Background: an optimization exercise with open tools, aiming at small area, a short achievable clock period and few clock cycles per item. Do not read the settings as production practice. At most, simulation tests tie the RTL to the original design; equivalence was not proved. For runs 3 to 9, only the layout was checked, not whether the RTL still works. Power and IR drop assume default switching activity.

[flow/design.v]
`timescale 1ns / 1ps
module fifo(
  input  logic        clk_i,
  input  logic        resetn_i,
  input  logic        push_i,
  input  logic [3:0]  data_i,
  input  logic        pop_i,
  output logic [3:0]  head_o,
  output logic [15:0] hsel_o,
  output logic        hvalid_o
);
  logic [3:0]  next [15:0];
  logic [3:0]  head, tail, head_next, head_new;
  logic [15:0] hsel;
  logic        hvalid;
  logic        more;
  assign head_o   = head;
  assign hsel_o   = hsel;
  assign hvalid_o = hvalid;
  assign more     = hvalid && ( head != tail );
  always @( posedge clk_i )
    for( int k = 0; k < 16; k++ )
      if( push_i && tail == k[3:0] )
        next[k] <= data_i;
  always @( posedge clk_i )
    if( push_i )
      tail <= data_i;
  always_comb
    begin
      head_next = '0;
      for( int k = 0; k < 16; k++ )
        head_next = head_next | ( next[k] & {4{hsel[k]}} );
    end
  assign head_new = ( pop_i && more ) ? head_next : data_i;
  always @( posedge clk_i )
    if( !resetn_i )
      hvalid <= 1'b0;
    else
      hvalid <= pop_i ? ( more || push_i ) : ( hvalid || push_i );
  always @( posedge clk_i )
    if( pop_i || !hvalid )
      begin
        head <= head_new;
        for( int k = 0; k < 16; k++ )
          hsel[k] <= ( head_new == k[3:0] );
      end
endmodule
`timescale 1ns / 1ps
module memory #(
  parameter DATA_WIDTH = 8
)(
  input  logic                  clk_i,
  input  logic                  resetn_i,
  input  logic [3:0]            waddr_i,
  input  logic                  wr_i,
  input  logic                  set_i,      
  input  logic [DATA_WIDTH-1:0] data_i,
  input  logic [15:0]           rsel_i,     
  input  logic                  clr_i,      
  output logic [DATA_WIDTH-1:0] data_o,
  output logic                  valid_o
);
  logic [15:0]           valid;
  logic [15:0]           wsel;
  logic [DATA_WIDTH-1:0] mem [15:0];
  always_comb
    for( int k = 0; k < 16; k++ )
      wsel[k] = wr_i && ( waddr_i == k[3:0] );
  always @( posedge clk_i )
    for( int k = 0; k < 16; k++ )
      if( wsel[k] )
        mem[k] <= data_i;
  always @( posedge clk_i )
    if( !resetn_i )
      valid <= '0;
    else
      for( int k = 0; k < 16; k++ )
        if( wsel[k] && set_i )
          valid[k] <= 1'b1;
        else if( rsel_i[k] && clr_i )
          valid[k] <= 1'b0;
  always_comb
    begin
      data_o  = '0;
      valid_o = 1'b0;
      for( int k = 0; k < 16; k++ )
        begin
          data_o  = data_o  | ( mem[k] & {DATA_WIDTH{rsel_i[k] && valid[k]}} );
          valid_o = valid_o | ( valid[k] & rsel_i[k] );
        end
    end
endmodule
`timescale 1ns / 1ps
module reorder_buffer #(
  parameter DATA_WIDTH = 32
)(
  input  logic                    clk,
  input  logic                    rst_n,
  input  logic            [3:0]   s_arid_i,
  input  logic                    s_arvalid_i,
  output logic                    s_arready_o,
  output logic [DATA_WIDTH-1:0]   s_rdata_o,
  output logic            [3:0]   s_rid_o,
  output logic                    s_rvalid_o,
  input  logic                    s_rready_i,
  output logic            [3:0]   m_arid_o,
  output logic                    m_arvalid_o,
  input  logic                    m_arready_i,
  input  logic [DATA_WIDTH-1:0]   m_rdata_i,
  input  logic            [3:0]   m_rid_i,
  input  logic                    m_rvalid_i,
  output logic                    m_rready_o
);
  logic                  ar_hand_shake;
  logic [3:0]            head_id;
  logic                  head_valid;
  logic [15:0]           head_sel;
  logic [DATA_WIDTH-1:0] stored_data;
  logic                  stored;
  logic                  arrives;
  logic                  load;
  logic                  out_valid;
  logic [3:0]            out_id;
  logic [DATA_WIDTH-1:0] out_data;
  assign m_arid_o      = s_arid_i;
  assign m_arvalid_o   = s_arvalid_i;
  assign s_arready_o   = m_arready_i;
  assign ar_hand_shake = s_arvalid_i && m_arready_i;
  assign m_rready_o    = 1'b1;
  fifo FIFO(
    .clk_i    ( clk ),
    .resetn_i ( rst_n ),
    .push_i   ( ar_hand_shake ),
    .data_i   ( s_arid_i ),
    .pop_i    ( load ),
    .head_o   ( head_id ),
    .hsel_o   ( head_sel ),
    .hvalid_o ( head_valid )
  );
  memory #(
    .DATA_WIDTH ( DATA_WIDTH )
  ) MEM (
    .clk_i    ( clk ),
    .resetn_i ( rst_n ),
    .waddr_i  ( m_rid_i ),
    .wr_i     ( m_rvalid_i ),
    .set_i    ( !( load && !stored ) ),
    .data_i   ( m_rdata_i ),
    .rsel_i   ( head_sel ),
    .clr_i    ( load ),
    .data_o   ( stored_data ),
    .valid_o  ( stored )
  );
  assign arrives = m_rvalid_i && ( m_rid_i == head_id );
  assign load    = head_valid && ( !out_valid || s_rready_i ) && ( stored || arrives );
  always @( posedge clk )
    if( !rst_n )
      out_valid <= 1'b0;
    else if( load )
      out_valid <= 1'b1;
    else if( s_rready_i )
      out_valid <= 1'b0;
  always @( posedge clk )
    if( load )
      begin
        out_id   <= head_id;
        out_data <= stored_data | ( m_rdata_i & {DATA_WIDTH{!stored}} );
      end
  assign s_rvalid_o = out_valid;
  assign s_rid_o    = out_id;
  assign s_rdata_o  = out_data;
endmodule
[flow/run.sh]
#!/bin/bash
# synth_recipe.tcl (not shown) runs the flow's synth.tcl, then flattens the netlist and writes it again
# the make line also repeats each setting of config.mk as NAME=value (left out here)
make -C /OpenROAD-flow-scripts/flow DESIGN_CONFIG=/design/flow/config.mk WORK_HOME=/design/flow/orfs CLKGATE_MAP_FILE= SYNTH_SCRIPT=/design/flow/synth_recipe.tcl finish
[flow/config.mk]
export PLATFORM = sky130hd
export DESIGN_NAME = reorder_buffer
export DESIGN_NICKNAME = reorder_buffer
export VERILOG_FILES = /design/flow/design.v
export SDC_FILE = /design/flow/constraint.sdc
export NUM_CORES = 4
export LEC_CHECK = 0
export CAP_MARGIN = 20
export CORE_MARGIN = 2
export CORE_UTILIZATION = 40
export CTS_CLUSTER_DIAMETER = 100
export CTS_CLUSTER_SIZE = 30
export SETUP_SLACK_MARGIN = 2.5
export SLEW_MARGIN = 20
[flow/constraint.sdc]
create_clock -name core_clock -period 4.7 [get_ports {clk}]
set_input_delay 0.9400 -clock core_clock [delete_from_list [all_inputs] [get_ports {clk}]]
set_output_delay 0.9400 -clock core_clock [all_outputs]
set_load 0.01 [all_outputs]
==> flow_summary.ini, run 1 <==
[hold_path]
worstHoldPathType = register to register
min_path_cells = 2
hp-start = MEM.valid[10]
min_to = MEM.valid[10]

[worst_setup_path]
r2r-start = FIFO.hsel[8]
critPathKind = register to register
r2r_slack_ps = 2120
reg2reg_depth = 7
cp-end-kind = register
arrival_ps = 2930
crit_fanout = 6
cp-start-kind = register
startpoint = FIFO.hsel[8]
regToRegEndpoint = FIFO.head[2]
required_ps = 5060

[clock_network]
clkLatencyLatePin_ps = 610
cts_tree = yes
htree_levels = 1
clockBufferDepth = 3
cts_num_sinks = 654
clk_pin_slew_worst_paths_ps = 120
cts_root_buf = clkbuf_16
cts_buffers = 26

[sta]
worstMarginPinSlew_ps = 875.5
post-route-min-period_ps = 2578
slew_headroom = 0.4115
rsz0062_at_grt = yes
timing.fmax_mhz = 387.9
fin_skew_ps = 23.16
finalSetupViolCount = 0
final_hold_viol_count = 0
setup-tns-final_ps = 0
period_share = 0.5485
slew_viol_final = 0

[finish]
layout-drive-gt1-share = 0.1651
seq_area_mm2 = 0.01946
final_util = 0.4648
n_fill_cell = 5094
syn_to_final_growth_pct = 15.35
finalNetCount = 1556
multi_input_area_mm2 = 0.004746

[placement]
port_buffers = 88
hpwl_um = 32820
routabilityCongestion = 0.8627

[logic_synthesis]
synthSimpleGateAreaFrac = 0.05261
synthFlopType = edfxtp_1
synthXorXnorAreaFrac = 0.002897
ys_types = 39
syn_area_mm2 = 0.02419
syn_area_per_cell_um2 = 17.50
synth_seq_cells = 654
synth_edf_count = 636
syn_nets = 1428
synth_compound_area_frac = 0.1151
synthArstFlopShare = 0
synth_top_family_by_area = compound AO/OA/AOI/OAI gates
ys_warn_count = 5
synthAdderAreaFrac = 0
synth_mux_area_frac = 0.008484
ys_seq_area_frac = 0.8046
synth_cells = 1382

[route]
drtPass1Iterations = 5
postRouteAntennaNets = 0
vias = 14320
via_per_inst = 6.235
route.detailed.drc = 0
wirelength_um = 70370
drtIter0Drc = 1964
wl_per_cell_um = 30.64

[pwr]
p_leak_nw = 8.831
power_density_mw_per_mm2 = 403.1
p_int_w = 0.008408
pwr-share-seq = 0.600
p_comb_frac = 0.156
p_sw_frac = 0.2524
p_sw_w = 0.002838
ir_worst_vdd_uv = 305.3
pwr-share-clk = 0.245

[grt]
track_usage = 0.2208
grt_pass1_vias = 14120
grt_max_degree = 33
grt.overflow.total = 0
antenna_found_initial = 5
grt_pass1_wl_um = 100500

[floorplan]
start_util = 0.4030
die-area_mm2 = 0.06245
fp-row-count = 90
pin_count = 90
fp.dieW_um = 249.9
die_height_um = 249.9
core_area_mm2 = 0.06002

[job]
max_cap_viol_count = 0

[status]
status = finished clean
==> layout make-up <==
| type | count | area share |
|---|---|---|
| diodes | 1 | 0.00008969 |
| clock buffers | 28 | 0.02359 |
| clock inverters | 4 | 0.002153 |
| inverters | 2 | 0.0002691 |
| multi-input cells | 640 | 0.1701 |
| flip-flops and latches | 654 | 0.6975 |
| well taps | 782 | 0.03507 |
| repair buffers | 186 | 0.07126 |
==> registers in the layout, summed over array words and instances (netlist names) <==
register,cells
out_data,32
FIFO.head,4
out_id,4
out_valid,1
FIFO.hvalid,1
MEM.valid,16
MEM.mem,512
FIFO.tail,4
FIFO.next,64
FIFO.hsel,16
==> cells in the mapped netlist, types with 5 or more instances <==
cell type	instances	area, µm²
a22oi_1	288	2162
nor4_1	5	31.28
clkbuf_1	77	289.0
nand2b_1	6	37.54
nor2_1	39	146.4
or4_1	9	67.56
mux2i_1	16	160.2
o21a_1	10	75.07
a211o_1	33	289.0
buf_4	8	60.06
and2_1	15	93.84
o221ai_1	7	61.31
nand4_1	82	513.0
o32a_1	9	90.09
o21ai_0	9	45.04
nand2_1	53	198.9
nor2b_1	5	31.28
dfxtp_1	18	360.4
nand3_1	9	45.04
nor3_1	5	25.02
xor2_1	7	61.31
edfxtp_1	636	19100
a21oi_1	8	40.04
==> layout by cell type (no fill, tap or decap), drive strengths merged <==
cell type	n
edfxtp	636
a22oi	288
buf	113
nand4	82
nand2	53
clkbuf	48
nor2	39
clkdlybuf4s50	34
a211o	33
and2	19
dfxtp	18
mux2i	16
o21a	10
o21ai	10
o32a	9
nand3	9
a21oi	9
or4	9
nand2b	9
xor2	7
bufbuf	7
o221ai	7
dlygate4sd2	6
clkdlybuf4s15	6
nor4	6
nor3	5
nor2b	5
mux2	4
or2	4
clkinv	3
inv	3
nand3b	2
diode	1
xnor2	1
or3b	1
or3	1
a31oi	1
conb	1
==> how the worst max path moves through the flow <==
stage	to	cells past startpoint
after CTS	FIFO.head[2]	7
after floorplan	FIFO.head[0]	7
after detailed placement	FIFO.hsel[7]	7
after global placement	FIFO.hsel[8]	7
final	FIFO.head[2]	7
after global routing	FIFO.hsel[15]	8
==> through the flow <==
| stage | instance area (µm²) | worst slack, ps | hold WS [ps] | total power [W] | cells |
|---|---|---|---|---|---|
| 6_report | 27900 | 2122 | 530.0 | 0.01125 | 2297 |
| 5_1_grt | 27900 | 2074 | 568.1 | 0.01157 | 2296 |
| 4_1_cts | 27830 | 2157 | 524.2 | 0.01113 | 2286 |
| 3_5_place_dp | 26200 | 1363 | 515.9 | 0.008154 | 2200 |
| 3_3_place_gp | 26180 | 1421 | 506.4 | 0.008135 | 2200 |
| 2_1_floorplan | 24370 | 2101 | 490.5 | 0.007556 | 1382 |
==> routing by layer <==
metal | share of wire | GRT usage | vias up
met2 | 0.47 | 0.3540 | 818
met1 | 0.41 | 0.3183 | 7433
met4 | 0.024 | 0.05370 | 10
met3 | 0.093 | 0.03285 | 117
li1 | - | - | 5943
met5 | 0.00098 | 0 | -
==> power groups by stage <==
| stage | Combinational, W | Sequential (W) | Clock [W] |
|---|---|---|---|
| floorplan | 0.000696 | 0.00686 | 0 |
| global placement | 0.00126 | 0.00688 | 0 |
| detailed placement | 0.00127 | 0.00688 | 0 |
| CTS | 0.00161 | 0.00674 | 0.00278 |
| global route | 0.00184 | 0.00677 | 0.00296 |
| finish | 0.00175 | 0.00675 | 0.00275 |
==> what timing repair did <==
item                                    CTS  global route
endpoints found under the setup margin  681           191
gates resized for setup                 225            47
endpoints found under the hold margin     0             0
hold buffers                              0             0
cloned                                   17             2
buffers inserted                         37             8
pin swaps                                26            24
==> critical path: stages (launching register included) <==
cell	delay, ps
edfxtp_1	440
and2_4	170
buf_12	120
or4_4	550
nor4_4	340
buf_6	170
a211o_4	230
mux2_4	310
==> cells by family after synthesis <==
family / Yosys count
flip-flops: 654
AO/OA/AOI/OAI: 367
buffers and inverters: 94
XOR/XNOR: 8
multiplexers: 20
other: 1
AND/OR/NAND/NOR: 238
Testbench counts, summed over its fixed seeds: cycles 15,082, items 8,192.
==> run 2, diff against run 1 <==
--- a/flow/config.mk
+++ b/flow/config.mk
@@ -6,5 +6,5 @@
 export NUM_CORES = 4
 export LEC_CHECK = 0
-export CAP_MARGIN = 20
+export CAP_MARGIN = 0
 export CORE_MARGIN = 2
 export CORE_UTILIZATION = 40
@@ -12,3 +12,3 @@
 export CTS_CLUSTER_SIZE = 30
 export SETUP_SLACK_MARGIN = 2.5
-export SLEW_MARGIN = 20
+export SLEW_MARGIN = 0
==> run 2 against run 1 <==
  * Clock skew rose by 11 ps
  * Sequential power barely moved
  * Via count rose by 0.44%
  * Global-route usage rose by 0.32 points
  * Largest power group unchanged
  * Combinational power rose by 4%
  * Largest cell class unchanged
  * Register-to-register slack got worse by 40 ps
  * Clock-buffer cell count rose by 5
  * Wire length rose by 1.8%
  * Clock power rose by 4%
  * Die area did not move
  * Synthesized cell count did not move
  * Flip-flop and latch count did not move
==> flow_summary.ini, run 2 <==
[status]
status = finished clean

[sta]
rsz0062_at_grt = yes
timing.fmax_mhz = 381.5
finalSetupViolCount = 0
period_share = 0.5577
final_hold_viol_count = 0
post-route-min-period_ps = 2621
slew_headroom = 0.4385
hold_ws_ps = 543.0
setup-tns-final_ps = 0
worstMarginPinSlew_ps = 835.3
slew_viol_final = 0
fin_skew_ps = 34.57

[logic_synthesis]
synthFlopType = edfxtp_1
ys_seq_area_frac = 0.8046
synth_top_cell_area_share = 0.7897
syn_area_mm2 = 0.02419
ys_top_cells_by_area = edfxtp_1 (79%), a22oi_1 (8.9%), nand4_1 (2.1%)
yosys.area.top_type = edfxtp_1
ys_warn_count = 5
ys_types = 39
synth_most_common_cell = edfxtp_1
synth_seq_cells = 654
syn_nets = 1428
synth_edf_count = 636
synth_cells = 1382
synthArstFlopShare = 0
ys_top_cells_by_count = edfxtp_1 (636), a22oi_1 (288), nand4_1 (82)
syn_area_per_cell_um2 = 17.50

[clock_network]
cts_tree = yes
cts_num_sinks = 654
cts_root_buf = clkbuf_16
htree_levels = 1
hold_buffers = 0
clk_pin_slew_worst_paths_ps = 120
clkLatencyLatePin_ps = 610
clockBufferDepth = 3
cts_buffers = 27

[hold_path]
hp-start = MEM.valid[6]
min_to = MEM.valid[6]
worstHoldPathType = register to register
min_path_cells = 2

[floorplan]
fp.dieW_um = 249.9
pin_count = 90
die-area_mm2 = 0.06245
die_height_um = 249.9
start_util = 0.4030
core_area_mm2 = 0.06002
fp-row-count = 90

[route]
vias = 14380
drtIter0Drc = 2034
drtPass1Iterations = 6
via_per_inst = 6.216
wirelength_um = 71630
route.detailed.drc = 0
postRouteAntennaNets = 0
wl_per_cell_um = 30.96

[finish]
largest_reg_flops = 512
diodes = 0
finalNetCount = 1568
n_fill_cell = 5066
final_util = 0.4697
final_common_cell = edfxtp_1
layout-drive-gt1-share = 0.1697
final_cell_mix = edfxtp_1 (636), a22oi_1 (288), nand4_1 (82)
syn_to_final_growth_pct = 16.55
largestRegisters = MEM.mem (512), FIFO.next (64), out_data (32)
final_area_mm2 = 0.02819
top_register = MEM.mem

[pwr]
power_density_mw_per_mm2 = 405.7
p_leak_nw = 8.967
ir_worst_vdd_uv = 364.3
p_total_w = 0.01144

[worst_setup_path]
crit_fanout = 8
critPathSlowestCell = edfxtp_1
crit_top_cell = buf_12
critPathKind = register to register
required_ps = 5050
r2r_slack_ps = 2080
r2r-start = FIFO.hsel[6]
arrival_ps = 2980
regToRegEndpoint = out_data[3]
cp-start-kind = register
crit_buf_inv = 5
cp-end-kind = register
path_cells = and2_4 > buf_16 > or4_4 > nor4_4 > buf_6 > buf_12 > a21oi_4 > buf_8 > buf_12
slowest_delay_ps = 530
reg2reg_depth = 9
critical-path-top-delay-family = simple AND/OR/NAND/NOR gates

[grt]
track_usage = 0.2241
antenna_found_initial = 6
grt_pass1_vias = 14230
grt_pass1_wl_um = 101700
grt.overflow.total = 0
grt_max_degree = 33

[placement]
placed_area_mm2 = 0.02618
hpwl_um = 32750
port_buffers = 88
routabilityCongestion = 0.8627

[job]
max_cap_viol_count = 0
-- run 2: area by class of cell --
type	instances	area [µm²]	area share
inverter	2	7.507	0.0002663
multi-input combinational	640	4731	0.1678
sequential	654	19460	0.6903
timing repair buffer	197	2223	0.07887
tap	782	978.4	0.03471
clock inverter	6	88.84	0.003151
clock buffer	33	701.9	0.02490
-- run 2: how the worst max path moves through the flow --
stage / start / endpoint / slack, ps / cells past startpoint
finish: FIFO.hsel[6] / out_data[3] / 2080 / 9
global route: FIFO.hsel[6] / FIFO.hsel[8] / 2040 / 8
CTS: FIFO.hsel[10] / FIFO.head[2] / 2150 / 7
detailed placement: FIFO.hsel[13] / FIFO.hsel[15] / 1370 / 7
global placement: FIFO.hsel[13] / FIFO.hsel[8] / 1420 / 7
floorplan: FIFO.hsel[7] / FIFO.head[0] / 2100 / 7
-- run 2: logic make-up after synthesis --
kind of cell,share of synthesized area
other,0.0001551
buffers and inverters,0.01624
DFF,0.8046
AOI/OAI and AO/OA,0.1151
xor gates and xnor gates,0.002897
muxes,0.008484
and+or+nand+nor,0.05261
-- run 2: stage by stage --
| stage | setup WS, ps | instances |
|---|---|---|
| floorplan | 2101 | 1382 |
| detailed placement | 1369 | 2200 |
| finish | 2079 | 2314 |
| global route | 2037 | 2314 |
| CTS | 2150 | 2300 |
| global placement | 1421 | 2200 |
-- run 2: worst register-to-register path: stages, from the launching register on --
cell      delay [ps]
edfxtp_1         530
and2_4           220
buf_16           120
or4_4            430
nor4_4           330
buf_6            180
buf_12           110
a21oi_4           90
buf_8            170
buf_12           160
-- run 2: metal layers --
layer,up-vias,track usage,routed length [µm],share of wire
met3,123,0.04109,6987,0.098
met2,812,0.3593,33850,0.47
met1,7455,0.3192,28990,0.40
met5,-,0,78,0.0011
met4,12,0.05043,1721,0.024
li1,5982,-,-,-
-- run 2: power breakdown --
group	switching, W	internal [W]	total (W)
combinational	0.00106	0.000760	0.00182
clock	0.00177	0.00110	0.00287
sequential	0.000102	0.00665	0.00675
-- run 2: what timing repair did --
action | 4_1_cts | 5_1_grt
setup endpoints to repair | 681 | 411
cloned | 19 | 4
buffers inserted | 42 | 10
resized for setup | 255 | 35
pin swaps | 26 | 29
==> run 3, diff against run 2 <==
--- a/flow/design.v
+++ b/flow/design.v
@@ -32,5 +32,5 @@
         head_next = head_next | ( next[k] & {4{hsel[k]}} );
     end
-  assign head_new = ( pop_i && more ) ? head_next : data_i;
+  assign head_new = more ? head_next : data_i;
   always @( posedge clk_i )
     if( !resetn_i )
--- a/flow/config.mk
+++ b/flow/config.mk
@@ -6,5 +6,5 @@
 export NUM_CORES = 4
 export LEC_CHECK = 0
-export CAP_MARGIN = 0
+export CAP_MARGIN = 20
 export CORE_MARGIN = 2
 export CORE_UTILIZATION = 40
@@ -12,3 +12,3 @@
 export CTS_CLUSTER_SIZE = 30
 export SETUP_SLACK_MARGIN = 2.5
-export SLEW_MARGIN = 0
+export SLEW_MARGIN = 20
==> run 3 against run 2 <==
  * Fmax up 13%
  * Register-to-register slack better by 310 ps
  * Combinational power shrank 32%
  * Final cell count down 1.9%
  * Global-route usage down 1.9 points
  * Cell area down 1.4%
  * Die area shrank 0.52%
  * Synthesized cell count is 2.8% lower
==> flow_summary.ini, run 3 <==
[status]
status = finished clean

[worst_setup_path]
reg2reg_depth = 9
crit_top_cell = buf_12
arrival_ps = 2670
slowest_delay_ps = 530
path_cells = buf_6 > a22oi_1 > and4_1 > nand3_1 > buf_8 > a21oi_4 > clkinvlp_4 > buf_12 > buf_12
crit_fanout = 11
regToRegEndpoint = out_id[0]
r2r-start = FIFO.hsel[9]
cp-end-kind = register
critPathSlowestCell = edfxtp_1
cp_num_cells = 9
cp-start-kind = register
critical-path-top-delay-family = buffers and inverters
startpoint = FIFO.hsel[9]
critPathKind = register to register
crit_buf_inv = 5
endpoint = out_id[0]
r2r_slack_ps = 2390
required_ps = 5050

[logic_synthesis]
synthArstFlopShare = 0
yosys.area.top_type = edfxtp_1
synth_top_family_by_area = compound AO/OA/AOI/OAI gates
syn_area_per_cell_um2 = 17.91
synthXorXnorAreaFrac = 0.002913
syn_nets = 1389
ys_warn_count = 5
synth_most_common_cell = edfxtp_1
synth_mux_area_frac = 0.002132
synthFlopType = edfxtp_1
synth_compound_area_frac = 0.1259
ys_seq_area_frac = 0.8089
ys_top_cells_by_count = edfxtp_1 (636), a22oi_1 (260), clkbuf_1 (81)
syn_area_mm2 = 0.02406
synthAdderAreaFrac = 0
synth_top_cell_area_share = 0.7939
synth_seq_cells = 654
synth_cells = 1343
ys_top_cells_by_area = edfxtp_1 (79%), a22oi_1 (8.1%), nand4_1 (1.8%)
ys_types = 42
synthSimpleGateAreaFrac = 0.04156
synth_edf_count = 636

[finish]
final_cell_mix = edfxtp_1 (636), a22oi_1 (259), buf_4 (91)
top_register = MEM.mem
seq_area_mm2 = 0.01946
layout-drive-gt1-share = 0.1917
finalNetCount = 1535
diodes = 0
syn_to_final_growth_pct = 15.48
final_cell_count_no_fill = 2270
largest_reg_flops = 512
final_common_cell = edfxtp_1
multi_input_area_mm2 = 0.004648
n_fill_cell = 5013
largestRegisters = MEM.mem (512), FIFO.next (64), out_data (32)

[pwr]
pwr-share-clk = 0.257
pwr-share-seq = 0.628
p_sw_w = 0.002578
ir_worst_vdd_uv = 280.3
p_leak_nw = 8.724
power_density_mw_per_mm2 = 386.8
p_sw_frac = 0.2399
p_comb_frac = 0.116
p_int_w = 0.008168

[sta]
slew_viol_final = 0
timing.fmax_mhz = 432.2
final_hold_viol_count = 0
slew_headroom = 0.4307
setup-tns-final_ps = 0
worstMarginPinSlew_ps = 851.2
post-route-min-period_ps = 2314
setup_slack_ps = 2386
rsz0062_at_grt = yes
period_share = 0.4922
fin_skew_ps = 37.02
finalSetupViolCount = 0

[grt]
grt_pass1_wl_um = 94500
grt.overflow.total = 0
antenna_found_initial = 4
grt_max_degree = 34
track_usage = 0.2054
grt_pass1_vias = 13640

[hold_path]
worstHoldPathType = register to register
min_path_cells = 1

[placement]
hpwl_um = 33210
dp_cells = 2143
port_buffers = 88
post-place-ws_ps = 1001
routabilityCongestion = 0.8297

[floorplan]
fp.dieW_um = 249.2
core_area_mm2 = 0.05924
pin_count = 90
fp-row-count = 89
die_height_um = 249.2
start_util = 0.4061
die-area_mm2 = 0.06212

[clock_network]
cts_tree = yes
htree_levels = 1
cts_num_sinks = 654
cts_buffers = 26
clockBufferDepth = 3
clkLatencyLatePin_ps = 620
clk_pin_slew_worst_paths_ps = 120
cts_root_buf = clkbuf_16

[route]
postRouteAntennaNets = 0
drtPass1Iterations = 5
route.detailed.drc = 0
vias = 13860
wirelength_um = 66180
drtIter0Drc = 1527
wl_per_cell_um = 29.16
via_per_inst = 6.106

[job]
max_cap_viol_count = 0
==> run 3: worst min path at each step <==
stage                      start           end  slack, ps
floorplan           FIFO.head[3]     out_id[3]        490
global placement    MEM.valid[3]  MEM.valid[3]        590
detailed placement  FIFO.head[1]     out_id[1]        590
CTS                 MEM.valid[3]  MEM.valid[3]        640
global route        FIFO.head[1]     out_id[1]        650
finish              FIFO.head[1]     out_id[1]        630
==> run 3: stage by stage <==
step	cell area, µm²	hold WS [ps]	total power [W]	utilization
finish	27780	626.3	0.01075	0.4690
global route	27780	648.6	0.01106	0.4690
CTS	27490	637.6	0.01066	0.4641
detailed placement	26120	590.6	0.007812	0.4408
global placement	26120	594.7	0.007794	0.4408
floorplan	24390	491.7	0.007360	-
==> run 3: logic make-up (layout without fill, tap and decap cells) <==
family,count (synthesis),after routing
flip-flops,654,654
AO/OA/AOI/OAI,393,393
AND/OR/NAND/NOR,177,180
buffers and inverters,106,257
XOR/XNOR,8,8
multiplexers,4,4
other,1,1
==> run 3: final cells by class <==
class / count / share of cell area
clock inverter: 3 / 0.001892
clock buffer: 33 / 0.02437
sequential: 654 / 0.7006
multi-input combinational: 586 / 0.1673
timing repair buffer: 215 / 0.06981
tap: 773 / 0.03481
inverter: 6 / 0.001216
==> run 3: power groups by stage <==
stage | clock network (W) | registers [W] | logic (W)
finish | 0.00276 | 0.00674 | 0.00124
global route | 0.00299 | 0.00676 | 0.00131
CTS | 0.00281 | 0.00676 | 0.00109
detailed placement | 0 | 0.00696 | 0.000851
global placement | 0 | 0.00696 | 0.000838
floorplan | 0 | 0.00684 | 0.000521
==> run 3: per-layer routing <==
metal	routed length [µm]	share of wire	vias to the layer above	GRT usage
li1	-	-	5888	-
met4	1363	0.021	4	0.04079
met3	5209	0.079	84	0.02853
met5	33	0.00050	-	0
met2	32410	0.49	651	0.3483
met1	27170	0.41	7234	0.2846
==> run 3: worst reg2reg max path, stage by stage, from the launching register on <==
cell and delay, ps:
edfxtp_1 530, buf_6 180, a22oi_1 150, and4_1 250, nand3_1 120, buf_8 150, a21oi_4 210, clkinvlp_4 140
buf_12 160, buf_12 160
==> run 3: timing repair <==
action / CTS / global route
gates cloned: 3 / 2
hold buffers: 0 / 0
gates resized for setup: 205 / 62
pin swaps: 11 / 5
setup buffers: 63 / 23
setup endpoints to repair: 670 / 145
==> run 4, diff against run 3 <==
--- a/flow/design.v
+++ b/flow/design.v
@@ -32,5 +32,5 @@
         head_next = head_next | ( next[k] & {4{hsel[k]}} );
     end
-  assign head_new = more ? head_next : data_i;
+  assign head_new = ( pop_i && more ) ? head_next : data_i;
   always @( posedge clk_i )
     if( !resetn_i )
@@ -86,5 +86,5 @@
       for( int k = 0; k < 16; k++ )
         begin
-          data_o  = data_o  | ( mem[k] & {DATA_WIDTH{rsel_i[k] && valid[k]}} );
+          data_o  = data_o  | ( mem[k] & {DATA_WIDTH{rsel_i[k]}} );
           valid_o = valid_o | ( valid[k] & rsel_i[k] );
         end
@@ -165,5 +165,5 @@
       begin
         out_id   <= head_id;
-        out_data <= stored_data | ( m_rdata_i & {DATA_WIDTH{!stored}} );
+        out_data <= stored ? stored_data : m_rdata_i;
       end
   assign s_rvalid_o = out_valid;
--- a/flow/config.mk
+++ b/flow/config.mk
@@ -9,6 +9,4 @@
 export CORE_MARGIN = 2
 export CORE_UTILIZATION = 40
-export CTS_CLUSTER_DIAMETER = 100
-export CTS_CLUSTER_SIZE = 30
 export SETUP_SLACK_MARGIN = 2.5
 export SLEW_MARGIN = 20
==> run 4 against run 3 <==
  * Still clean
  * Clock skew shrank 18 ps
  * Sequential power barely moved
  * Sequential share of layout area fell by 3.8 points
  * Via count rose by 4.7%
  * Non-clock buffer count decreased by 37
  * First-iteration DRC count down 3.8%
  * Clock-buffer cell count increased by 55
  * Worst hold slack got worse by 87 ps
  * Register-to-register slack better by 80 ps
  * Power up 28%
  * Critical path type unchanged
  * Largest cell class unchanged
  * Highest routed layer unchanged
==> flow_summary.ini, run 4 <==
[pwr]
p_leak_nw = 9.420
power_density_mw_per_mm2 = 468.5
p_total_w = 0.01376
ir_worst_vdd_uv = 325.7

[placement]
routabilityCongestion = 0.7903
port_buffers = 88
hpwl_um = 32290
dp_cells = 2234

[sta]
rsz0062_at_grt = yes
final_hold_viol_count = 0
slew_viol_final = 0
slew_headroom = 0.4909
worstMarginPinSlew_ps = 757.8
fin_skew_ps = 18.81
period_share = 0.4744
finalSetupViolCount = 0
timing.fmax_mhz = 448.5
post-route-min-period_ps = 2230
setup-tns-final_ps = 0

[job]
max_cap_viol_count = 0

[floorplan]
fp-row-count = 90
die-area_mm2 = 0.06320
die_height_um = 251.4
fp.dieW_um = 251.4
pin_count = 90
core_area_mm2 = 0.06047
start_util = 0.4049

[route]
route.met3.wl_um = 5640
route.top_layer_used = met5
met1Wirelength_um = 27300
wl_met2_um = 32160
vias = 14510
drtIter0Drc = 1469
postRouteAntennaNets = 0
route.detailed.drc = 0
wl_per_cell_um = 27.96
via_per_inst = 6.032
wirelength_um = 67270
drtPass1Iterations = 5

[finish]
seq_area_mm2 = 0.01946
finalNetCount = 1618
final_util = 0.4856
top_register = MEM.mem
syn_to_final_growth_pct = 19.94
multi_input_area_mm2 = 0.004880
final_cell_mix = edfxtp_1 (636), a22oi_1 (143), nor2_1 (82)
largestRegisters = MEM.mem (512), FIFO.next (64), out_data (32)
n_fill_cell = 4972
final_common_cell = edfxtp_1
largest_reg_flops = 512
diodes = 0
layout-drive-gt1-share = 0.1743
final_cell_count_no_fill = 2406

[logic_synthesis]
synthArstFlopShare = 0
synth_most_common_cell = edfxtp_1
synth_edf_count = 636
syn_area_per_cell_um2 = 17.28
ys_top_cells_by_area = edfxtp_1 (78%), a22oi_1 (4.6%), a221oi_1 (2.4%)
syn_area_mm2 = 0.02448
synth_seq_cells = 654
synth_cells = 1417
ys_top_cells_by_count = edfxtp_1 (636), a22oi_1 (150), nor2_1 (98)
synthFlopType = edfxtp_1
syn_nets = 1463
synth_top_cell_area_share = 0.7801
ys_types = 43
ys_warn_count = 5
yosys.area.top_type = edfxtp_1
ys_seq_area_frac = 0.7948

[worst_setup_path]
cp-end-kind = register
arrival_ps = 2570
critPathKind = register to register
r2r_slack_ps = 2470
crit_fanout = 37
required_ps = 5040
cp-start-kind = register

[grt]
grt_pass1_vias = 14520
grt.overflow.total = 0
antenna_found_initial = 1
track_usage = 0.2075
grt_pass1_wl_um = 95670
grt_max_degree = 81

[hold_path]
worstHoldPathType = register to register

[status]
status = finished clean

[clock_network]
hold_buffers = 0
clk_pin_slew_worst_paths_ps = 60
clockBufferDepth = 3
cts_root_buf = clkbuf_16
htree_levels = 3
clkLatencyLatePin_ps = 600
cts_tree = yes
cts_num_sinks = 654
cts_buffers = 68
## run 4: changes by cell type in the layout (fill, tap and decap cells not counted), sizes merged, moves of 26 or more
cell	before	now
a22o	16	68
clkbuf	48	105
nand2	8	61
a21oi	1	34
nand4	68	35
a22oi	260	160
clkdlybuf4s15	2	28
nor2	26	98
a211o	32	0
a221oi	16	68
buf	159	95
## run 4: metrics by stage
stage	hold WS, ps	setup WS [ps]	area [µm²]
after floorplan	490.5	2379	24670
after global placement	514.4	993.5	26330
after detailed placement	527.9	927.8	26350
after CTS	536.4	2469	28980
after global routing	572.5	2437	29360
final	539.0	2470	29360
## run 4: worst max-delay path, cell delays in order (launching register included)
cell      delay [ps]
edfxtp_1         460
buf_12           250
a22oi_2          180
nand2_1          140
or4_4            640
mux2_2           290
## run 4: final timing paths
| kind | startpoint | endpoint | cells after the start |
|---|---|---|---|
| setup reg to reg | FIFO.hsel[4] | FIFO.head[3] | 5 |
| hold reg to reg | MEM.valid[3] | MEM.valid[3] | 2 |
| setup / recovery | FIFO.hsel[4] | FIFO.head[3] | 5 |
| hold / removal | MEM.valid[3] | MEM.valid[3] | 2 |
## run 4: per-layer routing
metal	track usage	vias up
met5	0	-
met4	0.07177	2
met3	0.04349	132
met2	0.3360	696
met1	0.2795	7514
li1	-	6169
## run 4: cell families (layout without fill, tap and decap cells)
logic type / Yosys count / after routing / synth area share
and+or+nand+nor: 267 / 270 / 0.05290
DFF: 654 / 654 / 0.7948
other: 1 / 1 / 0.0001532
xor gates and xnor gates: 8 / 8 / 0.002862
buffers and inverters: 99 / 302 / 0.02111
AOI/OAI and AO/OA: 368 / 369 / 0.1198
muxes: 20 / 20 / 0.008381
## run 4: final cells by class
cell class,count,share of cell area
timing repair buffer,178,0.06502
clock buffer,88,0.06268
multi-input combinational,668,0.1662
clock inverter,34,0.009885
sequential,654,0.6627
inverter,2,0.0002557
tap,782,0.03332
## run 4: power breakdown
group	total, W	switching, W	internal, W
Clock	0.00516	0.00217	0.00299
Combinational	0.00184	0.00118	0.000662
Sequential	0.00676	0.000107	0.00665
## run 4: what timing repair did
item / in CTS / in global routing
pin swaps: 11 / 6
resized for setup: 181 / 70
setup buffers: 23 / 16
setup endpoints to repair: 696 / 171
cloned: 4 / 7
==> run 5, diff against run 4 <==
--- a/flow/config.mk
+++ b/flow/config.mk
@@ -9,4 +9,6 @@
 export CORE_MARGIN = 2
 export CORE_UTILIZATION = 40
+export CTS_CLUSTER_DIAMETER = 100
+export CTS_CLUSTER_SIZE = 30
 export SETUP_SLACK_MARGIN = 2.5
 export SLEW_MARGIN = 20
==> run 5 against run 4 <==
  * Critical path type unchanged
  * Still clean
  * Clock-buffer cell count is 60 lower
  * Clock skew is 15 ps higher
  * First-iteration DRC count is 7.3% lower
  * Largest power group unchanged
  * Worst hold slack better by 7.1 ps
  * Synthesized cell count stayed put
  * Core utilization is 2.6 points lower
  * Global-route usage is 0.52 points lower
  * Critical endpoint is now FIFO.head[2]
==> flow_summary.ini, run 5 <==
[logic_synthesis]
ys_top_cells_by_count = edfxtp_1 (636), a22oi_1 (150), nor2_1 (98)
syn_area_per_cell_um2 = 17.28
synth_most_common_cell = edfxtp_1
synth_seq_cells = 654
synth_top_cell_area_share = 0.7801
synth_cells = 1417
synthArstFlopShare = 0
syn_nets = 1463
synth_edf_count = 636
ys_types = 43
ys_top_cells_by_area = edfxtp_1 (78%), a22oi_1 (4.6%), a221oi_1 (2.4%)
ys_seq_area_frac = 0.7948
yosys.area.top_type = edfxtp_1
syn_area_mm2 = 0.02448
ys_warn_count = 5
synthFlopType = edfxtp_1

[floorplan]
start_util = 0.4049
core_area_mm2 = 0.06047
pin_count = 90
fp-row-count = 90
die_height_um = 251.4
die-area_mm2 = 0.06320
fp.dieW_um = 251.4

[status]
status = finished clean

[clock_network]
cts_num_sinks = 654
clk_pin_slew_worst_paths_ps = 120
cts_buffers = 26
hold_buffers = 0
cts_tree = yes
htree_levels = 1
cts_root_buf = clkbuf_16
clockBufferDepth = 3
clkLatencyLatePin_ps = 600

[sta]
setup-tns-final_ps = 0
fin_skew_ps = 33.90
timing.fmax_mhz = 442.2
slew_viol_final = 0
post-route-min-period_ps = 2261
hold_ws_ps = 546.1
rsz0062_at_grt = yes
worstMarginPinSlew_ps = 797.8
slew_headroom = 0.4641
period_share = 0.4811
finalSetupViolCount = 0
final_hold_viol_count = 0

[worst_setup_path]
path_cells = buf_12 > a22oi_1 > nand2_1 > or4_4 > mux2_2
cp-end-kind = register
critPathSlowestCell = or4_4
reg2reg_depth = 5
slowest_delay_ps = 630
crit_buf_inv = 1
r2r-start = FIFO.hsel[6]
critical-path-top-delay-family = simple AND/OR/NAND/NOR gates
regToRegEndpoint = FIFO.head[2]
crit_fanout = 37
cp-start-kind = register
r2r_slack_ps = 2440
required_ps = 5060
critPathKind = register to register
arrival_ps = 2620

[pwr]
ir_worst_vdd_uv = 348.0
p_leak_nw = 8.688
p_total_w = 0.01139
power_density_mw_per_mm2 = 410.0

[placement]
port_buffers = 88
routabilityCongestion = 0.7903
hpwl_um = 32290

[finish]
finalNetCount = 1568
largestRegisters = MEM.mem (512), FIFO.next (64), out_data (32)
layout-drive-gt1-share = 0.1396
diodes = 0
final_common_cell = edfxtp_1
syn_to_final_growth_pct = 13.43
largest_reg_flops = 512
n_fill_cell = 5138
top_register = MEM.mem
final_cell_mix = edfxtp_1 (636), a22oi_1 (149), nor2_1 (81)

[hold_path]
min_to = MEM.valid[3]
hp-start = MEM.valid[3]
min_path_cells = 2
worstHoldPathType = register to register

[route]
route.detailed.drc = 0
drtPass1Iterations = 5
wl_per_cell_um = 28.05
via_per_inst = 6.102
postRouteAntennaNets = 0
drtIter0Drc = 1362
vias = 14080
wirelength_um = 64750

[grt]
track_usage = 0.2023
grt.overflow.total = 0
grtUsageMet1 = 0.2835
grt.busiest_layer = met2
grt_max_degree = 81
use_met3 = 0.02485
gr-usage-met2 = 0.3370
grt_pass1_vias = 14130
grt_pass1_wl_um = 94200
antenna_found_initial = 1

[job]
max_cap_viol_count = 0
[run 5: layout make-up]
type	instances	area, µm²	area share
inverters	2	7.507	0.0002703
multi-input cells	667	4811	0.1732
flip-flops and latches	654	19460	0.7007
clock inverters	4	95.09	0.003424
repair buffers	171	1739	0.06263
clock buffers	28	679.4	0.02447
well taps	782	978.4	0.03523
[run 5: logic make-up (layout without fill, tap and decap cells)]
kind of cell | after synthesis | count (layout) | synth area share
buf+inv | 99 | 205 | 0.02111
xor+xnor | 8 | 8 | 0.002862
other cells | 1 | 1 | 0.0001532
simple gates | 267 | 269 | 0.05290
mux | 20 | 20 | 0.008381
flops | 654 | 654 | 0.7948
compound gates | 368 | 369 | 0.1198
[run 5: how the worst max path moves through the flow]
stage                      start              to  depth (start not counted)
detailed placement    m_rid_i[0]    out_data[28]                          6
global route        FIFO.hsel[8]    FIFO.head[1]                          8
finish              FIFO.hsel[6]    FIFO.head[2]                          5
global placement      m_rid_i[0]     out_data[4]                          6
floorplan             m_rid_i[0]  MEM.mem[12][0]                          2
CTS                  out_data[1]    s_rdata_o[1]                          1
[run 5: repair_timing]
| item | CTS | global route |
|---|---|---|
| setup buffers | 26 | 9 |
| setup endpoints to repair | 684 | 218 |
| pin swaps | 10 | 3 |
| endpoints found under the hold margin | 0 | 0 |
| cloned | 4 | 3 |
| resized for setup | 202 | 52 |
[run 5: through the flow]
step                      cells    util  area [µm²]  worst slack, ps
after floorplan            1417       -       24670             2379
after global placement     2233  0.4354       26330            993.5
after detailed placement   2234  0.4357       26350            927.8
after CTS                  2296  0.4570       27640             2451
after global routing       2308  0.4592       27770             2407
final                      2308  0.4592       27770             2439
[run 5: worst reg2reg max path, cell delays in order (launching register included)]
cell and delay [ps]:
edfxtp_1 450, buf_12 230, a22oi_1 250, nand2_1 160, or4_4 630, mux2_2 300
[run 5: report_power, final]
part / internal (W) / leakage (nW) / switching [W]
clock: 0.00116 / 0.377 / 0.00168
combinational: 0.000646 / 2.38 / 0.00115
sequential: 0.00664 / 5.93 / 0.000104
total: 0.00845 / 8.69 / 0.00294
[run 5: metal layers]
layer  share of wire  vias up
met5         0.00020        -
met2            0.48      565
met3           0.067       85
met4           0.027        2
li1                -     5998
met1            0.42     7434
==> run 6, diff against run 5 <==
--- a/flow/config.mk
+++ b/flow/config.mk
@@ -8,5 +8,5 @@
 export CAP_MARGIN = 20
 export CORE_MARGIN = 2
-export CORE_UTILIZATION = 40
+export CORE_UTILIZATION = 60
 export CTS_CLUSTER_DIAMETER = 100
 export CTS_CLUSTER_SIZE = 30
==> run 6 against run 5 <==
  * Power down 0.43%
  * Synthesized cell count is the same
  * Largest cell class unchanged
  * Fmax is 0.21% higher
  * Highest routed layer is now met4
  * Clock skew shrank 10 ps
  * Combinational power rose by 8%
  * Critical path depth decreased by 2
  * First-iteration DRC count increased by 24%
  * Clock power fell by 7.0%
  * Sequential power barely moved
  * Wire length grew 3.6%
  * Core utilization rose by 23 points
==> flow_summary.ini, run 6 <==
[placement]
port_buffers = 88
dp_cells = 1988
post-place-ws_ps = 1130
routabilityCongestion = 0.7950
hpwl_um = 32870

[route]
wirelength_um = 67060
drtPass1Iterations = 5
route.detailed.drc = 0
via_per_inst = 6.905
postRouteAntennaNets = 0
drtIter0Drc = 1693
vias = 14400
wl_per_cell_um = 32.16

[logic_synthesis]
yosys.area.top_type = edfxtp_1
ys_top_cells_by_area = edfxtp_1 (78%), a22oi_1 (4.6%), a221oi_1 (2.4%)
synthFlopType = edfxtp_1
ys_top_cells_by_count = edfxtp_1 (636), a22oi_1 (150), nor2_1 (98)
ys_seq_area_frac = 0.7948
synth_edf_count = 636
syn_area_per_cell_um2 = 17.28
ys_warn_count = 5
synth_seq_cells = 654
synthArstFlopShare = 0
ys_types = 43
syn_nets = 1463
syn_area_mm2 = 0.02448
synth_cells = 1417
synth_top_cell_area_share = 0.7801
synth_most_common_cell = edfxtp_1

[floorplan]
core_area_mm2 = 0.04055
pin_count = 90
fp.dieW_um = 206
fp-row-count = 74
start_util = 0.6037
die-area_mm2 = 0.04244
die_height_um = 206

[finish]
n_fill_cell = 2731
final_cell_mix = edfxtp_1 (636), a22oi_1 (145), nor2_1 (81)
syn_to_final_growth_pct = 13.37
final_util = 0.6844
largest_reg_flops = 512
final_cell_count_no_fill = 2085
finalNetCount = 1590
final_common_cell = edfxtp_1
top_register = MEM.mem
layout-drive-gt1-share = 0.1437
largestRegisters = MEM.mem (512), FIFO.next (64), out_data (32)

[worst_setup_path]
required_ps = 3760
critPathSlowestCell = buf_4
critical-path-top-delay-family = buffers and inverters
cp-start-kind = primary input
slowest_delay_ps = 130
crit_buf_inv = 3
crit_fanout = 2
critPathKind = primary input to output pin
arrival_ps = 1320
cp-end-kind = output pin
path_cells = buf_4 > buf_12 > buf_2

[sta]
hold_ws_ps = 543.4
slew_viol_final = 0
slew_headroom = 0.4333
setup_slack_ps = 2443
post-route-min-period_ps = 2257
period_share = 0.4801
worstMarginPinSlew_ps = 843.5
timing.fmax_mhz = 443.1
finalSetupViolCount = 0
setup-tns-final_ps = 0
rsz0062_at_grt = yes
final_hold_viol_count = 0
fin_skew_ps = 23.43

[clock_network]
cts_tree = yes
cts_num_sinks = 654
clkLatencyLatePin_ps = 600
cts_root_buf = clkbuf_16
cts_buffers = 25
htree_levels = 1
clockBufferDepth = 3
clk_pin_slew_worst_paths_ps = 110

[status]
status = finished clean

[grt]
grt_max_degree = 51
track_usage = 0.3071
antenna_found_initial = 0
grt.overflow.total = 0
grt_pass1_wl_um = 92290
grt_pass1_vias = 13520

[job]
max_cap_viol_count = 0

[hold_path]
worstHoldPathType = register to register

[pwr]
p_leak_nw = 8.819
ir_worst_vdd_uv = 319.4
power_density_mw_per_mm2 = 408.5
==> run 6: cell counts after synthesis <==
Identical to the previous run, type by type.
==> run 6: metrics by stage <==
step / cell area (µm²) / total power [W]
after global placement: 26060 / 0.008436
after CTS: 27360 / 0.01112
after detailed placement: 26060 / 0.008463
final: 27760 / 0.01134
after global routing: 27750 / 0.01164
after floorplan: 24670 / 0.007798
==> run 6: logic make-up (layout without fill, tap and decap cells) <==
logic type | Yosys count | in the layout | synth area share
AO/OA/AOI/OAI | 368 | 369 | 0.1198
XOR/XNOR | 8 | 8 | 0.002862
buffers and inverters | 99 | 230 | 0.02111
flip-flops | 654 | 654 | 0.7948
multiplexers | 20 | 20 | 0.008381
other | 1 | 2 | 0.0001532
AND/OR/NAND/NOR | 267 | 270 | 0.05290
==> run 6: final cells by class <==
type	count	area, µm²	area share
Clock buffer	33	655.6	0.02362
Inverter	2	7.507	0.0002705
Antenna cell	1	2.502	0.00009016
Timing Repair Buffer	193	2100	0.07564
Sequential cell	654	19460	0.7011
Clock inverter	2	17.52	0.0006311
Multi-Input combinational cell	668	4848	0.1747
Tap cell	532	665.6	0.02398
==> run 6: tightest hold or removal path: cells and delay by family (launching register included) <==
family / cells / cell delay [ps]
flops: 1 / 340
compound gates: 1 / 100
simple gates: 1 / 60
==> run 6: power breakdown <==
group	switching [W]	internal (W)
Clock	0.00166	0.000997
Combinational	0.00122	0.000714
Sequential	0.000108	0.00664
==> run 6: metal layers <==
layer / wire length (µm) / GRT usage / up-vias
li1: - / - / 6055
met1: 26170 / 0.4401 / 7453
met2: 32840 / 0.5113 / 776
met3: 6118 / 0.03422 / 113
met4: 1933 / 0.07781 / 0
met5: 0 / 0 / -
==> run 6: path summary, 6_finish.rpt <==
check	depth (start not counted)	startpoint	end	slack (ps)
worst min-delay path	2	MEM.valid[0]	MEM.valid[0]	540
worst max-delay path	3	s_arid_i[2]	m_arid_o[2]	2440
worst max register to register	8	FIFO.hsel[6]	FIFO.hsel[6]	2450
worst min register to register	2	MEM.valid[0]	MEM.valid[0]	540
==> run 6: repair_timing <==
action / CTS / global route
setup buffers: 30 / 20
hold buffers: 0 / 0
gates resized for setup: 173 / 68
pin swaps: 13 / 6
cloned: 6 / 5
endpoints found under the setup margin: 676 / 210
==> run 7, diff against run 6 <==
--- a/flow/config.mk
+++ b/flow/config.mk
@@ -11,4 +11,4 @@
 export CTS_CLUSTER_DIAMETER = 100
 export CTS_CLUSTER_SIZE = 30
-export SETUP_SLACK_MARGIN = 2.5
+export SETUP_SLACK_MARGIN = 2.3
 export SLEW_MARGIN = 20
==> run 7 against run 6 <==
  * Highest routed layer unchanged
  * Worst setup slack got worse by 210 ps
  * Cell area is 1.9% lower
  * Register-to-register slack got worse by 120 ps
  * Largest power group unchanged
  * Clock power is essentially flat
  * Global-route usage fell by 0.72 points
  * Clock-buffer cell count increased by 1
==> flow_summary.ini, run 7 <==
[status]
status = finished clean

[floorplan]
core_area_mm2 = 0.04055
die-area_mm2 = 0.04244
fp-row-count = 74
start_util = 0.6037
fp.dieW_um = 206
die_height_um = 206
pin_count = 90

[logic_synthesis]
ys_warn_count = 5
synth_top_cell_area_share = 0.7801
synthArstFlopShare = 0
yosys.area.top_type = edfxtp_1
ys_types = 43
syn_area_per_cell_um2 = 17.28
ys_top_cells_by_area = edfxtp_1 (78%), a22oi_1 (4.6%), a221oi_1 (2.4%)
ys_top_cells_by_count = edfxtp_1 (636), a22oi_1 (150), nor2_1 (98)
ys_seq_area_frac = 0.7948
syn_nets = 1463
synth_seq_cells = 654
synthFlopType = edfxtp_1
synth_most_common_cell = edfxtp_1
synth_cells = 1417
synth_edf_count = 636
syn_area_mm2 = 0.02448

[sta]
finalSetupViolCount = 0
final_hold_viol_count = 0
setup-tns-final_ps = 0
post-route-min-period_ps = 2471
timing.fmax_mhz = 404.6
fin_skew_ps = 19.21
period_share = 0.5258
slew_viol_final = 0
hold_ws_ps = 546.3
slew_headroom = 0.5097
worstMarginPinSlew_ps = 729.8
rsz0062_at_grt = yes

[hold_path]
worstHoldPathType = register to register
min_to = MEM.valid[5]
min_path_cells = 2
hp-start = MEM.valid[5]

[grt]
antenna_found_initial = 1
track_usage = 0.3000
grt_max_degree = 73
grt.overflow.total = 0
grt_pass1_wl_um = 90860
grt_pass1_vias = 13240

[finish]
final_cell_count_no_fill = 2049
largestRegisters = MEM.mem (512), FIFO.next (64), out_data (32)
top_register = MEM.mem
largest_reg_flops = 512
finalNetCount = 1554
final_common_cell = edfxtp_1
syn_to_final_growth_pct = 11.17
final_cell_mix = edfxtp_1 (636), a22oi_1 (149), nor2_1 (82)
layout-drive-gt1-share = 0.1036

[clock_network]
hold_buffers = 0
clockBufferDepth = 3
htree_levels = 1
cts_buffers = 25
clk_pin_slew_worst_paths_ps = 120
cts_tree = yes
cts_num_sinks = 654
clkLatencyLatePin_ps = 600
cts_root_buf = clkbuf_16

[worst_setup_path]
r2r_slack_ps = 2330
reg2reg_depth = 5
cp-end-kind = output pin
regToRegEndpoint = FIFO.head[2]
required_ps = 3760
r2r-start = FIFO.hsel[7]
crit_fanout = 13
cp-start-kind = primary input
critPathKind = primary input to output pin
arrival_ps = 1530

[route]
via_per_inst = 6.788
vias = 13910
wl_per_cell_um = 30.90
route.detailed.drc = 0
postRouteAntennaNets = 0
drtIter0Drc = 1707
drtPass1Iterations = 6
wirelength_um = 63320

[placement]
port_buffers = 88
routabilityCongestion = 0.8402
hpwl_um = 31750
dp_cells = 1984

[job]
max_cap_viol_count = 0

[pwr]
power_density_mw_per_mm2 = 404.8
ir_worst_vdd_uv = 333.3
p_leak_nw = 8.607
## run 7: cell counts after synthesis
Identical to the previous run, type by type.
## run 7: worst max path at each step
stage,startpoint,end,slack [ps],depth (start not counted)
finish,s_arid_i[2],m_arid_o[2],2230,3
global route,s_arid_i[2],m_arid_o[2],2200,3
CTS,s_arid_i[2],m_arid_o[2],1790,3
detailed placement,m_rvalid_i,MEM.mem[0][1],1120,4
global placement,m_rvalid_i,MEM.mem[0][1],1180,4
floorplan,m_rid_i[0],MEM.mem[0][0],1990,2
## run 7: layout make-up
class	count	area, µm²
diodes	1	2.502
clock inverters	1	8.758
flip-flops and latches	654	19460
inverters	2	7.507
multi-input cells	665	4727
repair buffers	160	1687
clock buffers	34	659.4
well taps	532	665.6
fillers	2816	13340
## run 7: power by group
part | internal [W] | total [W] | leakage (nW) | switching (W)
registers | 0.00664 | 0.00673 | 5.93 | 0.0000898
clock network | 0.000994 | 0.00263 | 0.323 | 0.00163
logic | 0.000539 | 0.00166 | 2.35 | 0.00112
## run 7: logic make-up after synthesis
kind of cell,count (synthesis),synth area share
compound gates,368,0.1198
xor+xnor,8,0.002862
buf+inv,99,0.02111
flops,654,0.7948
mux,20,0.008381
other cells,1,0.0001532
simple gates,267,0.05290
## run 7: through the flow
stage	setup WS, ps	cell area (µm²)	util	power [W]
after floorplan	1994	24580	-	0.007787
after global placement	1183	26030	0.6417	0.008449
after detailed placement	1124	26030	0.6419	0.008461
after CTS	1795	27080	0.6679	0.01102
after global routing	2204	27220	0.6711	0.01137
final	2229	27220	0.6711	0.01102
## run 7: what timing repair did
action	in CTS	in global routing
gates cloned	3	1
endpoints found under the hold margin	0	0
endpoints found under the setup margin	621	261
pin swaps	10	3
gates resized for setup	94	24
setup buffers	21	4
## run 7: per-layer routing
layer,track usage,vias up,share of wire,routed length [µm]
met2,0.4815,662,0.48,30610
li1,-,5968,-,-
met1,0.4438,7163,0.41,25930
met5,0,-,0,0
met4,0.08163,0,0.030,1916
met3,0.03343,115,0.077,4864
## run 7: worst max-delay path: stages
cell,delay (ps)
dlymetal6s2s_1,260
buf_12,190
clkbuf_2,150
==> run 8, diff against run 7 <==
--- a/flow/design.v
+++ b/flow/design.v
@@ -32,5 +32,5 @@
         head_next = head_next | ( next[k] & {4{hsel[k]}} );
     end
-  assign head_new = ( pop_i && more ) ? head_next : data_i;
+  assign head_new = more ? head_next : data_i;
   always @( posedge clk_i )
     if( !resetn_i )
--- a/flow/config.mk
+++ b/flow/config.mk
@@ -8,7 +8,7 @@
 export CAP_MARGIN = 20
 export CORE_MARGIN = 2
-export CORE_UTILIZATION = 60
+export CORE_UTILIZATION = 40
 export CTS_CLUSTER_DIAMETER = 100
 export CTS_CLUSTER_SIZE = 30
-export SETUP_SLACK_MARGIN = 2.3
+export SETUP_SLACK_MARGIN = 2.5
 export SLEW_MARGIN = 20
==> run 8 against run 7 <==
  * Wire length increased by 14%
  * Via count increased by 4.2%
  * Clock skew increased by 4.6 ps
  * Clock-buffer cell count increased by 10
  * Final cell count increased by 14%
  * Sequential share of layout area decreased by 5.2 points
  * Flip-flop and latch count unchanged
  * Non-clock buffer count increased by 79
  * Combinational power increased by 96%
  * Critical path depth increased by 4
  * Largest power group unchanged
==> flow_summary.ini, run 8 <==
[placement]
routabilityCongestion = 0.7693
dp_cells = 2183
placed_area_mm2 = 0.02624
hpwl_um = 31760
port_buffers = 88

[floorplan]
start_util = 0.4024
die-area_mm2 = 0.06236
fp.dieW_um = 249.7
fp-row-count = 90
die_height_um = 249.7
pin_count = 90
core_area_mm2 = 0.06002

[finish]
final_cell_mix = edfxtp_1 (636), a22oi_1 (139), a22o_1 (76)
finalNetCount = 1581
final_common_cell = edfxtp_1
top_register = MEM.mem
multi_input_area_mm2 = 0.005304
seq_area_mm2 = 0.01946
layout-drive-gt1-share = 0.2291
final_cell_count_no_fill = 2336
largestRegisters = MEM.mem (512), FIFO.next (64), out_data (32)
syn_to_final_growth_pct = 21.61
n_fill_cell = 4783
final_area_mm2 = 0.02937
diodes = 0
largest_reg_flops = 512

[sta]
slew_headroom = 0.3870
fin_skew_ps = 23.84
worstMarginPinSlew_ps = 912.5
final_hold_viol_count = 0
rsz0062_at_grt = yes
timing.fmax_mhz = 413.1
setup-tns-final_ps = 0
period_share = 0.5151
post-route-min-period_ps = 2421
slew_viol_final = 0
finalSetupViolCount = 0
hold_ws_ps = 600.2

[logic_synthesis]
synth_top_cell_area_share = 0.7908
synth_cells = 1363
ys_warn_count = 5
synthFlopType = edfxtp_1
yosys.area.top_type = edfxtp_1
synth_edf_count = 636
syn_area_per_cell_um2 = 17.72
synthArstFlopShare = 0
synth_seq_cells = 654
syn_nets = 1409
ys_top_cells_by_area = edfxtp_1 (79%), a22oi_1 (4.5%), a221oi_1 (2.8%)
ys_types = 42
ys_top_cells_by_count = edfxtp_1 (636), a22oi_1 (144), a221oi_1 (76), a22o_1 (76), nor2_1 (75)
synth_most_common_cell = edfxtp_1
ys_seq_area_frac = 0.8058
syn_area_mm2 = 0.02415

[pwr]
p_total_w = 0.01273
ir_worst_vdd_uv = 247.1
power_density_mw_per_mm2 = 433.3
p_leak_nw = 9.186

[clock_network]
cts_buffers = 25
cts_root_buf = clkbuf_16
htree_levels = 1
clkLatencyLatePin_ps = 610
clockBufferDepth = 3
clk_pin_slew_worst_paths_ps = 120
cts_tree = yes
cts_num_sinks = 654

[route]
route.detailed.drc = 0
via_per_inst = 6.203
drtPass1Iterations = 8
vias = 14490
wirelength_um = 72380
postRouteAntennaNets = 0
wl_per_cell_um = 30.98
drtIter0Drc = 1918

[worst_setup_path]
path_cells = a22oi_2 > nand2_2 > or4_4 > a21oi_4 > clkinvlp_4 > buf_12 > buf_16
critPathSlowestCell = or4_4
startpoint = FIFO.hsel[1]
crit_fanout = 16
arrival_ps = 2790
r2r_slack_ps = 2280
critPathKind = register to register
r2r-start = FIFO.hsel[1]
crit_buf_inv = 3
cp-end-kind = register
slowest_delay_ps = 570
required_ps = 5060
cp-start-kind = register
critical-path-top-delay-family = simple AND/OR/NAND/NOR gates

[grt]
use_met3 = 0.05111
antenna_found_initial = 1
grt_max_degree = 39
track_usage = 0.2197
grt_pass1_vias = 13880
gr-usage-met2 = 0.3476
grt.busiest_layer = met2
grtUsageMet1 = 0.3079
grt.overflow.total = 0
grt_pass1_wl_um = 98840

[hold_path]
hp-start = FIFO.head[0]
worstHoldPathType = register to register

[status]
status = finished clean

[job]
max_cap_viol_count = 0
[run 8: per-stage QoR]
step	setup slack, ps	utilization
5_1_grt	2234	0.4893
4_1_cts	2326	0.4724
3_3_place_gp	953.7	0.4372
2_1_floorplan	2001	-
3_5_place_dp	851.2	0.4372
6_report	2279	0.4893
[run 8: final timing paths]
kind / to / depth (start not counted)
max: out_data[13] / 7
min: out_id[0] / 0
max reg2reg: out_data[13] / 7
min reg2reg: out_id[0] / 0
[run 8: cell type report]
| class | instances | area share |
|---|---|---|
| Tap cell | 782 | 0.03332 |
| Multi-Input combinational cell | 609 | 0.1806 |
| Sequential cell | 654 | 0.6627 |
| Inverter | 6 | 0.001491 |
| Clock inverter | 2 | 0.0005965 |
| Clock buffer | 44 | 0.02373 |
| Timing Repair Buffer | 239 | 0.09757 |
[run 8: cells by family (layout without fill, tap and decap cells)]
logic type | Yosys count | count (layout) | synth area share
AND/OR/NAND/NOR | 215 | 217 | 0.04430
other | 1 | 1 | 0.0001553
multiplexers | 4 | 4 | 0.002124
flip-flops | 654 | 654 | 0.8058
AO/OA/AOI/OAI | 379 | 379 | 0.1264
XOR/XNOR | 8 | 8 | 0.003213
buffers and inverters | 102 | 291 | 0.01808
[run 8: report_power, final]
group          internal (W)  switching (W)
sequential          0.00662       0.000114
clock               0.00103        0.00170
combinational       0.00125        0.00202
[run 8: routing by layer]
layer,part of all wire,vias up
li1,-,6025
met1,0.41,7569
met2,0.47,805
met3,0.10,90
met4,0.018,2
met5,0.00018,-
[run 8: what timing repair did]
item	in CTS	in global routing
endpoints found under the setup margin	665	143
gates resized for setup	263	152
hold endpoints to repair	0	0
pin swaps	20	33
setup buffers	57	32
hold buffers	0	0
gates cloned	12	6
[run 8: worst register-to-register path: cells and delay by family (launching register included)]
| family | cells | cell delay, ps |
|---|---|---|
| AO/OA/AOI/OAI | 2 | 470 |
| flip-flops | 1 | 490 |
| AND/OR/NAND/NOR | 2 | 700 |
| buffers and inverters | 3 | 520 |
==> run 9, diff against run 8 <==
--- a/flow/design.v
+++ b/flow/design.v
@@ -54,8 +54,8 @@
   input  logic [3:0]            waddr_i,
   input  logic                  wr_i,
-  input  logic                  set_i,      
   input  logic [DATA_WIDTH-1:0] data_i,
+  input  logic [3:0]            caddr_i,    
+  input  logic                  clr_i,
   input  logic [15:0]           rsel_i,     
-  input  logic                  clr_i,      
   output logic [DATA_WIDTH-1:0] data_o,
   output logic                  valid_o
@@ -76,7 +76,7 @@
     else
       for( int k = 0; k < 16; k++ )
-        if( wsel[k] && set_i )
+        if( wsel[k] )
           valid[k] <= 1'b1;
-        else if( rsel_i[k] && clr_i )
+        else if( clr_i && caddr_i == k[3:0] )
           valid[k] <= 1'b0;
   always_comb
@@ -120,4 +120,5 @@
   logic                  arrives;
   logic                  load;
+  logic                  free;
   logic                  out_valid;
   logic [3:0]            out_id;
@@ -145,13 +146,13 @@
     .waddr_i  ( m_rid_i ),
     .wr_i     ( m_rvalid_i ),
-    .set_i    ( !( load && !stored ) ),
     .data_i   ( m_rdata_i ),
+    .caddr_i  ( s_arid_i ),
+    .clr_i    ( ar_hand_shake ),
     .rsel_i   ( head_sel ),
-    .clr_i    ( load ),
     .data_o   ( stored_data ),
     .valid_o  ( stored )
   );
   assign arrives = m_rvalid_i && ( m_rid_i == head_id );
-  assign load    = head_valid && ( !out_valid || s_rready_i ) && ( stored || arrives );
+  assign load    = head_valid && free && ( stored || arrives );
   always @( posedge clk )
     if( !rst_n )
@@ -161,6 +162,7 @@
     else if( s_rready_i )
       out_valid <= 1'b0;
+  assign free = !out_valid || s_rready_i;
   always @( posedge clk )
-    if( load )
+    if( free )
       begin
         out_id   <= head_id;
==> run 9 against run 8 <==
  * Core utilization down 1.3 points
  * Still clean
  * Worst setup slack better by 67 ps
  * Clock power up 2%
  * Flip-flop and latch count is the same
  * Combinational power shrank 53%
  * Final cell count shrank 2.5%
  * Critical endpoint is now FIFO.hsel[9]
  * Power fell by 14%
  * Synthesized area fell by 0.81%
  * Non-clock buffer count fell by 15
==> flow_summary.ini, run 9 <==
[sta]
timing.fmax_mhz = 424.8
worstMarginPinSlew_ps = 971.0
slew_headroom = 0.3527
setup-tns-final_ps = 0
slew_viol_final = 0
period_share = 0.5008
final_hold_viol_count = 0
post-route-min-period_ps = 2354
fin_skew_ps = 41.09

[clock_network]
cts_buffers = 26
hold_buffers = 0
htree_levels = 1
clockBufferDepth = 3
clk_pin_slew_worst_paths_ps = 110
cts_root_buf = clkbuf_16
cts_tree = yes
clkLatencyLatePin_ps = 610

[pwr]
p_sw_frac = 0.2505
p_int_w = 0.008229
ir_worst_vdd_uv = 341.1
p_sw_w = 0.002751
p_comb_frac = 0.140

[logic_synthesis]
ys_types = 40
synthArstFlopShare = 0
ys_top_cells_by_count = edfxtp_1 (636), a22oi_1 (140), a22o_1 (78)
ys_top_cells_by_area = edfxtp_1 (80%), a22oi_1 (4.4%), a22o_1 (2.9%)
yosys.area.top_type = edfxtp_1
synth_cells = 1319
syn_nets = 1365
synth_seq_cells = 654
syn_area_mm2 = 0.02395
synth_top_cell_area_share = 0.7973
syn_area_per_cell_um2 = 18.16
ys_seq_area_frac = 0.8123

[placement]
post-place-ws_ps = 1163
routabilityCongestion = 0.7836

[floorplan]
core_area_mm2 = 0.05913
start_util = 0.4051
die_height_um = 248.7
pin_count = 90
die-area_mm2 = 0.06186

[grt]
grt.overflow.total = 0
grt_max_degree = 37
grt_pass1_wl_um = 95770
antenna_found_initial = 3

[job]
max_cap_viol_count = 0

[finish]
finalNetCount = 1542
final_cell_count_no_fill = 2278
seq_area_mm2 = 0.01946
final_common_cell = edfxtp_1
n_fill_cell = 4905
multi_input_area_mm2 = 0.004648
top_register = MEM.mem
layout-drive-gt1-share = 0.2086
final_cell_mix = edfxtp_1 (636), a22oi_1 (140), buf_4 (90)
diodes = 0
syn_to_final_growth_pct = 17.57
largest_reg_flops = 512

[worst_setup_path]
critPathSlowestCell = edfxtp_1
cp-end-kind = register
crit_fanout = 4
arrival_ps = 2790
slowest_delay_ps = 520
path_cells = buf_12 > a22o_1 > a221oi_2 > nand4_1 > mux2i_4 > clkinvlp_4 > buf_6 > nor4_4
cp-start-kind = register
required_ps = 5130
critPathKind = register to register

[route]
wl_per_cell_um = 29.79
vias = 14000
drtPass1Iterations = 20

[status]
status = finished clean
-- run 9: what timing repair did --
action	CTS	global route
setup buffers	65	19
resized for setup	215	100
gates cloned	12	6
hold endpoints to repair	0	0
pin swaps	21	14
endpoints found under the setup margin	662	116
-- run 9: cells by family after synthesis --
| family | share of synthesized area |
|---|---|
| AOI/OAI and AO/OA | 0.1220 |
| xor gates and xnor gates | 0.002925 |
| buffers and inverters | 0.01839 |
| DFF | 0.8123 |
| muxes | 0.003761 |
| other | 0.0001565 |
| and+or+nand+nor | 0.04048 |
-- run 9: worst paths after layout --
| path | startpoint | to | slack (ps) | depth (start not counted) |
|---|---|---|---|---|
| worst max-delay path | FIFO.hsel[12] | FIFO.hsel[9] | 2350 | 8 |
| worst min-delay path | MEM.valid[14] | MEM.valid[14] | 520 | 2 |
| worst max register to register | FIFO.hsel[12] | FIFO.hsel[9] | 2350 | 8 |
| worst min register to register | MEM.valid[14] | MEM.valid[14] | 520 | 2 |
-- run 9: metal layers --
layer  up-vias  wire (µm)  part of all wire  track usage
met4         6       1298             0.019      0.04052
met1      7354      28100              0.41       0.3071
li1       5809          -                 -            -
met5         -         37           0.00055            0
met2       752      31980              0.47       0.3368
met3        77       6451             0.095      0.03030
-- run 9: per-stage QoR --
stage            util  instance area [µm²]  hold WS [ps]
6_report       0.4763                28160         522.8
5_1_grt        0.4763                28160         550.2
4_1_cts        0.4677                27660         516.8
3_5_place_dp   0.4380                25900         501.0
3_3_place_gp   0.4380                25900         521.6
2_1_floorplan       -                24150         457.0
-- run 9: critical path, delay by kind of cell, from the launching register on --
| kind | cells | cell delay (ps) |
|---|---|---|
| AOI/OAI and AO/OA | 2 | 410 |
| buffers and inverters | 3 | 580 |
| DFF | 1 | 520 |
| muxes | 1 | 320 |
| and+or+nand+nor | 2 | 360 |
-- run 9: final cells by class --
cell class	count	area share
timing repair buffer	224	0.07877
multi-input combinational	574	0.1651
clock buffer	35	0.02506
clock inverter	2	0.001644
tap	773	0.03434
timing repair inverter	6	0.001599
sequential	654	0.6911
inverter	10	0.002444
-- run 9: power groups by stage --
stage	logic, W	registers [W]	clock network (W)
floorplan	0.000686	0.00677	0
global placement	0.00119	0.00684	0
detailed placement	0.00120	0.00684	0
CTS	0.00138	0.00667	0.00281
global route	0.00163	0.00668	0.00299
finish	0.00154	0.00666	0.00278

Setup slack of run 9, layout unchanged: 2.346 ns with ideal ports, 2.346 ns with driving cells assumed (clock clkbuf_16, inputs buf_2), 1.902 ns with port delays also shifted by the 0.641 ns mid clock arrival.
